Background: an optimization exercise with open tools, aiming at small area. Do not read the settings as production practice.
At most, simulation tests tie the RTL to the original design; equivalence was not proved.
Power figures rest on the tool's default switching activity, not on a simulated workload.

Design uart_top, start of the top module:
module uart_top (
  input  logic        pclk,
  input  logic        presetn,
  input  logic        psel,
  input  logic        penable,
  input  logic        pwrite,
  input  logic [31:0] paddr,
  input  logic [31:0] pwdata,
  input  logic        uart_rxd,
  output logic        pready,
  output logic [31:0] prdata,
  output logic        uart_txd,
  output logic        uart_intpt
);
==> flow/config.mk <==
export PLATFORM = sky130hd
export DESIGN_NAME = uart_top
export DESIGN_NICKNAME = uart_top
export VERILOG_FILES = /design/flow/design.v
export SDC_FILE = /design/flow/constraint.sdc
export NUM_CORES = 4
export LEC_CHECK = 0
export CAP_MARGIN = 0
export CORE_MARGIN = 2
export CORE_UTILIZATION = 65
export CTS_BUF_LIST = sky130_fd_sc_hd__clkbuf_8
export CTS_CLUSTER_DIAMETER = 50
export CTS_CLUSTER_SIZE = 20
export SLEW_MARGIN = 0
==> flow/constraint.sdc <==
create_clock -name core_clock -period 10.0 [get_ports {pclk}]
set_input_delay 2.0000 -clock core_clock [delete_from_list [all_inputs] [get_ports {pclk}]]
set_output_delay 2.0000 -clock core_clock [all_outputs]
set_load 0.01 [all_outputs]
standard.sh (not shown) runs the stock make flow with config.mk's settings and CLKGATE_MAP_FILE= SYNTH_SCRIPT=/design/flow/synth_recipe.tcl, a recipe that flattens the netlist after the stock synthesis.
==> flow/flow/run.sh <==
#!/bin/bash
set -euo pipefail
export BUFFER_PORTS_ARGS="-buffer_cell sky130_fd_sc_hd__buf_1"
export CTS_ARGS="-sink_clustering_enable -repair_clock_nets -sink_clustering_size 30 -sink_clustering_max_diameter 100 -buf_list sky130_fd_sc_hd__clkbuf_16 -dont_use_dummy_load"
bash standard.sh finish > standard.log 2>&1
Edit:
--- a/flow/design.v
+++ b/flow/design.v
@@ -82,57 +82,57 @@
   logic dr, oe, pe, fe, bi, thre, temt;
   logic shift_cnt_eq, tsr_load;
   logic receive_done, parity_error, frame_error, uart_break;
   logic rx_fifo_empty, rx_fifo_full, tx_fifo_empty;
   logic [9:0] rx_head;
   logic [10:0] rbr;
   logic rbrf;
   always_ff @(posedge pclk or negedge presetn)
     if (!presetn) begin
       dr   <= 1'b0;
+      oe   <= 1'b0;
       pe   <= 1'b0;
       fe   <= 1'b0;
       bi   <= 1'b0;
       thre <= 1'b1;
+      temt <= 1'b1;
     end else begin
       if (fifoen) begin
         pe <= (rbr[8] | pe) & ~rbr_rd_en;
         fe <= (rbr[9] | fe) & ~rbr_rd_en;
         dr <= ~rx_fifo_empty;
         bi <= 1'b0;
+        oe <= ((rx_fifo_full & receive_done) | oe) & ~rbr_rd_en;
       end else begin
         pe <= ((parity_error & receive_done) | pe) & ~rbr_rd_en;
         fe <= ((frame_error & receive_done) | fe) & ~rbr_rd_en;
         dr <= (receive_done | dr) & ~rbr_rd_en;
         bi <= (uart_break | bi) & ~rbr_rd_en;
+        oe <= rbrf & receive_done;
       end
       thre <= ~thr_wr_en & ((~fifoen & tsr_load) | (fifoen & tx_fifo_empty) | thre);
+      if (shift_cnt_eq) temt <= thre;
     end
-  always_ff @(posedge pclk) begin
-    oe   <= presetn & (fifoen ? (((rx_fifo_full & receive_done) | oe) & ~rbr_rd_en)
-                              : (rbrf & receive_done));
-    temt <= ~presetn | (shift_cnt_eq ? thre : temt);
-  end
   logic [7:0] thr;
   logic [7:0] txm [0:15];
   logic [4:0] twp, trp;
   logic       t_wr, t_rd;
   assign tx_fifo_empty = (twp == trp);
   assign t_wr = thr_wr_en & fifoen & ~((twp[3:0] == trp[3:0]) & (twp[4] ^ trp[4]));
   assign t_rd = tsr_load & fifoen & ~tx_fifo_empty;
   always_ff @(posedge pclk)
     if (~presetn | (thr_wr_en & ~fifoen)) thr <= pw[7:0];
   for (genvar i = 0; i < 16; i++) begin : g_txm
     always_ff @(posedge pclk)
       if (~presetn | (t_wr & (twp[3:0] == i))) txm[i] <= pw[7:0];
   end
-  always_ff @(posedge pclk)
+  always_ff @(posedge pclk or negedge presetn)
     if (!presetn) begin
       twp <= 5'd0;
       trp <= 5'd0;
     end else if (txclr) begin
       twp <= {4'd0, twp[3:0] == 4'd0};
       trp <= {4'd0, twp[3:0] == 4'd0};
     end else begin
       twp <= twp + t_wr;
       trp <= trp + t_rd;
     end
@@ -146,33 +146,34 @@
   assign rx_fifo_empty = (rwp == rrp);
   assign rx_fifo_full  = (rwp[3:0] == rrp[3:0]) & (rwp[4] ^ rrp[4]);
   assign r_wr = receive_done & fifoen & ~rx_fifo_full;
   assign r_rd = rbr_rd_en & fifoen & ~rx_fifo_empty;
   logic [9:0] rx_din;
   assign rx_din = {frame_error, parity_error, rsr_data} & {10{presetn}};
   for (genvar i = 0; i < 16; i++) begin : g_rxm
     always_ff @(posedge pclk)
       if (~presetn | (r_wr & (rwp[3:0] == i))) rxm[i] <= rx_din;
   end
-  always_ff @(posedge pclk)
+  always_ff @(posedge pclk or negedge presetn)
     if (!presetn) begin
       rwp <= 5'd0;
       rrp <= 5'd0;
     end else if (rxclr) begin
       rwp <= {4'd0, rwp[3:0] == 4'd0};
       rrp <= {4'd0, rwp[3:0] == 4'd0};
     end else begin
       rwp <= rwp + r_wr;
       rrp <= rrp + r_rd;
     end
-  always_ff @(posedge pclk)
-    rbrf <= presetn & (receive_done | rbrf) & ~rbr_rd_en;
+  always_ff @(posedge pclk or negedge presetn)
+    if (!presetn) rbrf <= 1'b0;
+    else          rbrf <= (receive_done | rbrf) & ~rbr_rd_en;
   always_ff @(posedge pclk)
     if (~presetn | (receive_done & ~rbrf & ~fifoen)) just_rbr <= rx_din[7:0];
   assign rx_head = rxm[rrp[3:0]];
   assign rbr = fifoen ? (dr ? {1'b0, rx_head} : 11'b0) : {3'b0, just_rbr};
   logic [3:0] rx_cnt;
   logic       below_level;
   assign rx_cnt = rwp[3:0] - rrp[3:0];
   always_comb
     case (rxfiftl)
       2'b00:   below_level = (rx_cnt == 4'd0);
@@ -220,27 +221,27 @@
       2'b00:   begin tdata_m = {3'b0, tx_data[4:0]}; shift_data = {3'b0, stb, 1'b1, tx_data[4:0], 1'b0}; end
       2'b01:   begin tdata_m = {2'b0, tx_data[5:0]}; shift_data = {2'b0, stb, 1'b1, tx_data[5:0], 1'b0}; end
       2'b10:   begin tdata_m = {1'b0, tx_data[6:0]}; shift_data = {1'b0, stb, 1'b1, tx_data[6:0], 1'b0}; end
       default: begin tdata_m = tx_data;               shift_data = {stb, 1'b1, tx_data, 1'b0}; end
     endcase
   logic parity_gen;
   assign parity_gen = sp ? ~eps : (eps ? ^tdata_m : ~^tdata_m);
   always_ff @(posedge pclk or negedge presetn)
     if (!presetn) begin
       tstate <= T_IDLE;
+      tx_cnt <= 4'd0;
+      parity <= 1'b0;
     end else begin
       tstate <= tnext;
+      tx_cnt <= shift_count_clr ? 4'd0 : tx_cnt + shift_count_en;
+      if (tsr_load & pen) parity <= parity_gen;
     end
-  always_ff @(posedge pclk) begin
-    tx_cnt <= (~presetn | shift_count_clr) ? 4'd0 : tx_cnt + shift_count_en;
-    if (~presetn | (tsr_load & pen)) parity <= parity_gen & presetn;
-  end
   always_ff @(posedge pclk)
     if (tsr_load)      tsr <= shift_data;
     else if (shift_en) tsr <= {1'b0, tsr[10:1]};
   logic tx_bit;
   assign tx_bit   = st_par ? parity : tsr[0];
   assign uart_txd = loop | st_idle | st_start | tx_bit;
   logic loop_txd;
   assign loop_txd = st_idle | st_start | tx_bit;
   localparam logic [2:0] R_IDLE = 3'b000, R_START = 3'b001, R_RECEIVE = 3'b010, R_WAIT = 3'b011, R_BREAK = 3'b100;
   logic [2:0] rstate, rnext;
Effect:
- hold slack stays flat
- non-clock buffer count is lower by 3
- total power is higher by 4.1%
- die area barely changes
- global-route usage is lower by 0.55 points
- area after synthesis stays flat
- via count is lower by 0.99%
- routed wire length is lower by 2.0%
- clock-buffer cell count stays the same
- cell count is lower by 2.3%
- cell area is lower by 0.39%
- critical path depth is lower by 1
- sequential power stays flat
Only the layout flow was run in the first run of this note; the RTL was not checked for function there.

========
## v6
uart_top, a different RTL version from the one above (not shown whole).
Size: roughly 2100 cells after synthesis, ~450 flip-flops.
Settings: LEC_CHECK=0, CAP_MARGIN=20, CORE_MARGIN=2, CORE_UTILIZATION=40, SLEW_MARGIN=20; clock period 10.0 ns.
run.sh (not shown) runs the stock make flow with config.mk's settings and CLKGATE_MAP_FILE= SYNTH_SCRIPT=/design/flow/synth_recipe.tcl, a recipe that flattens the netlist after the stock synthesis.
Stock flow here: none of the scripts above is used.
The following lists how v7 was set up differently from v6:
-- flow/design.v --
<<< v6, line 133
    if (!presetn) thr <= 8'b0;
    else if (thr_wr_en & ~fifoen) thr <= pwdata[7:0];
  always_ff @(posedge pclk or negedge presetn)
    if (!presetn) begin
      for (int i = 0; i < 16; i++) txm[i] <= 8'b0;
    end else if (t_wr) begin
      txm[twp[3:0]] <= pwdata[7:0];
    end
  always_ff @(posedge pclk or negedge presetn)
    if (!presetn) begin
>>> v7, line 133
    if (!presetn) thr <= 8'b0;
    else if (thr_wr_en & ~fifoen) thr <= pwdata[7:0];
  always_ff @(posedge pclk)
    if (t_wr) txm[twp[3:0]] <= pwdata[7:0];
  logic       t_z;
  logic [3:0] t_h;
  logic       tx_valid;
  always_ff @(posedge pclk or negedge presetn)
    if (!presetn) begin
      t_z <= 1'b0;
      t_h <= 4'd0;
    end else if (t_wr) begin
      if (twp[3:0] == 4'd0) t_z <= 1'b1;
      if (twp[3:0] > t_h)   t_h <= twp[3:0];
    end
  assign tx_valid = (trp[3:0] == 4'd0) ? t_z : (trp[3:0] <= t_h);
  always_ff @(posedge pclk or negedge presetn)
    if (!presetn) begin
<<< v6, line 151
    end
  logic [7:0] tx_data;
  assign tx_data = fifoen ? txm[trp[3:0]] : thr;
  logic [9:0] rxm [0:15];
  logic [4:0] rwp, rrp;
>>> v7, line 159
    end
  logic [7:0] tx_data;
  assign tx_data = fifoen ? (tx_valid ? txm[trp[3:0]] : 8'b0) : thr;
  logic [9:0] rxm [0:15];
  logic [4:0] rwp, rrp;
<<< v6, line 161
  assign r_wr = receive_done & fifoen & ~rx_fifo_full;
  assign r_rd = rbr_rd_en & fifoen & ~rx_fifo_empty;
  always_ff @(posedge pclk or negedge presetn)
    if (!presetn) begin
      for (int i = 0; i < 16; i++) rxm[i] <= 10'b0;
    end else if (r_wr) begin
      rxm[rwp[3:0]] <= {frame_error, parity_error, rsr_data};
    end
  always_ff @(posedge pclk or negedge presetn)
    if (!presetn) begin
>>> v7, line 169
  assign r_wr = receive_done & fifoen & ~rx_fifo_full;
  assign r_rd = rbr_rd_en & fifoen & ~rx_fifo_empty;
  always_ff @(posedge pclk)
    if (r_wr) rxm[rwp[3:0]] <= {frame_error, parity_error, rsr_data};
  logic       r_z;
  logic [3:0] r_h;
  logic       rx_valid;
  always_ff @(posedge pclk or negedge presetn)
    if (!presetn) begin
      r_z <= 1'b0;
      r_h <= 4'd0;
    end else if (r_wr) begin
      if (rwp[3:0] == 4'd0) r_z <= 1'b1;
      if (rwp[3:0] > r_h)   r_h <= rwp[3:0];
    end
  assign rx_valid = (rrp[3:0] == 4'd0) ? r_z : (rrp[3:0] <= r_h);
  always_ff @(posedge pclk or negedge presetn)
    if (!presetn) begin
<<< v6, line 187
    end
  assign rx_head = rxm[rrp[3:0]];
  assign rbr = fifoen ? (dr ? {1'b0, rx_head} : 11'b0) : {3'b0, just_rbr};
  logic [3:0] rx_cnt;
  logic       below_level;
>>> v7, line 203
    end
  assign rx_head = rxm[rrp[3:0]];
  assign rbr = fifoen ? ((dr & rx_valid) ? {1'b0, rx_head} : 11'b0) : {3'b0, just_rbr};
  logic [3:0] rx_cnt;
  logic       below_level;
[summary]
Compared to v6, v7 was floorplanned on a smaller die. The run with more routed wire is v6, not v7. Clock period minus final worst setup slack (higher): v7. For v6, the highest-power group was clock, unlike v7, where it was sequential cells. The die extent in x in v7 was lower than what v6 gave. Per the comparison of v7 with v6, area share of xor/xnor cells in the synthesized design climbed 0.38 points; final layout net count dropped 515; synthesis-to-layout area growth climbed 1.8 points. The higher area after synthesis of v7 and v6 is in v6.

[what the ideal ports hide]
The flow's constraints put no driver on any port. The routed layouts listed below were extracted and timed again, unchanged, in two steps.
Step 1 (the two cells are an assumption about what drives the block):
set clk [get_ports {pclk}]
set_driving_cell -lib_cell sky130_fd_sc_hd__clkbuf_16 $clk
set_driving_cell -lib_cell sky130_fd_sc_hd__buf_2 [delete_from_list [all_inputs] $clk]
Step 2 moves the port delays by t, midway between the first and last clock arrival at a register: inputs arrive t later, outputs are due t later. That takes back most of the time a late clock gives input paths.
Three values: no drivers, after step 1, after step 2; two values: the first two.
| run | t (ns) | slack for setup (ns) | worst register clock-pin slew, ns |
|---|---|---|---|
| the first run of note 1 | 0.581 | 3.575 / 3.549 / 3.549 | 0.12 / 0.12 |
| the second run of note 1 | 0.586 | 3.865 / 3.827 / 3.842 | 0.12 / 0.12 |
| v6 | 0.672 | 3.433 / 3.380 / 3.411 | 0.06 / 0.06 |
| v7 | 0.649 | 3.170 / 3.145 / 3.145 | 0.06 / 0.06 |
After both steps setup and hold are still met in every run listed. For the first run of note 1, which loses most, drivers alone change the setup slack by -0.026 ns; drivers and shift together by -0.026 ns.
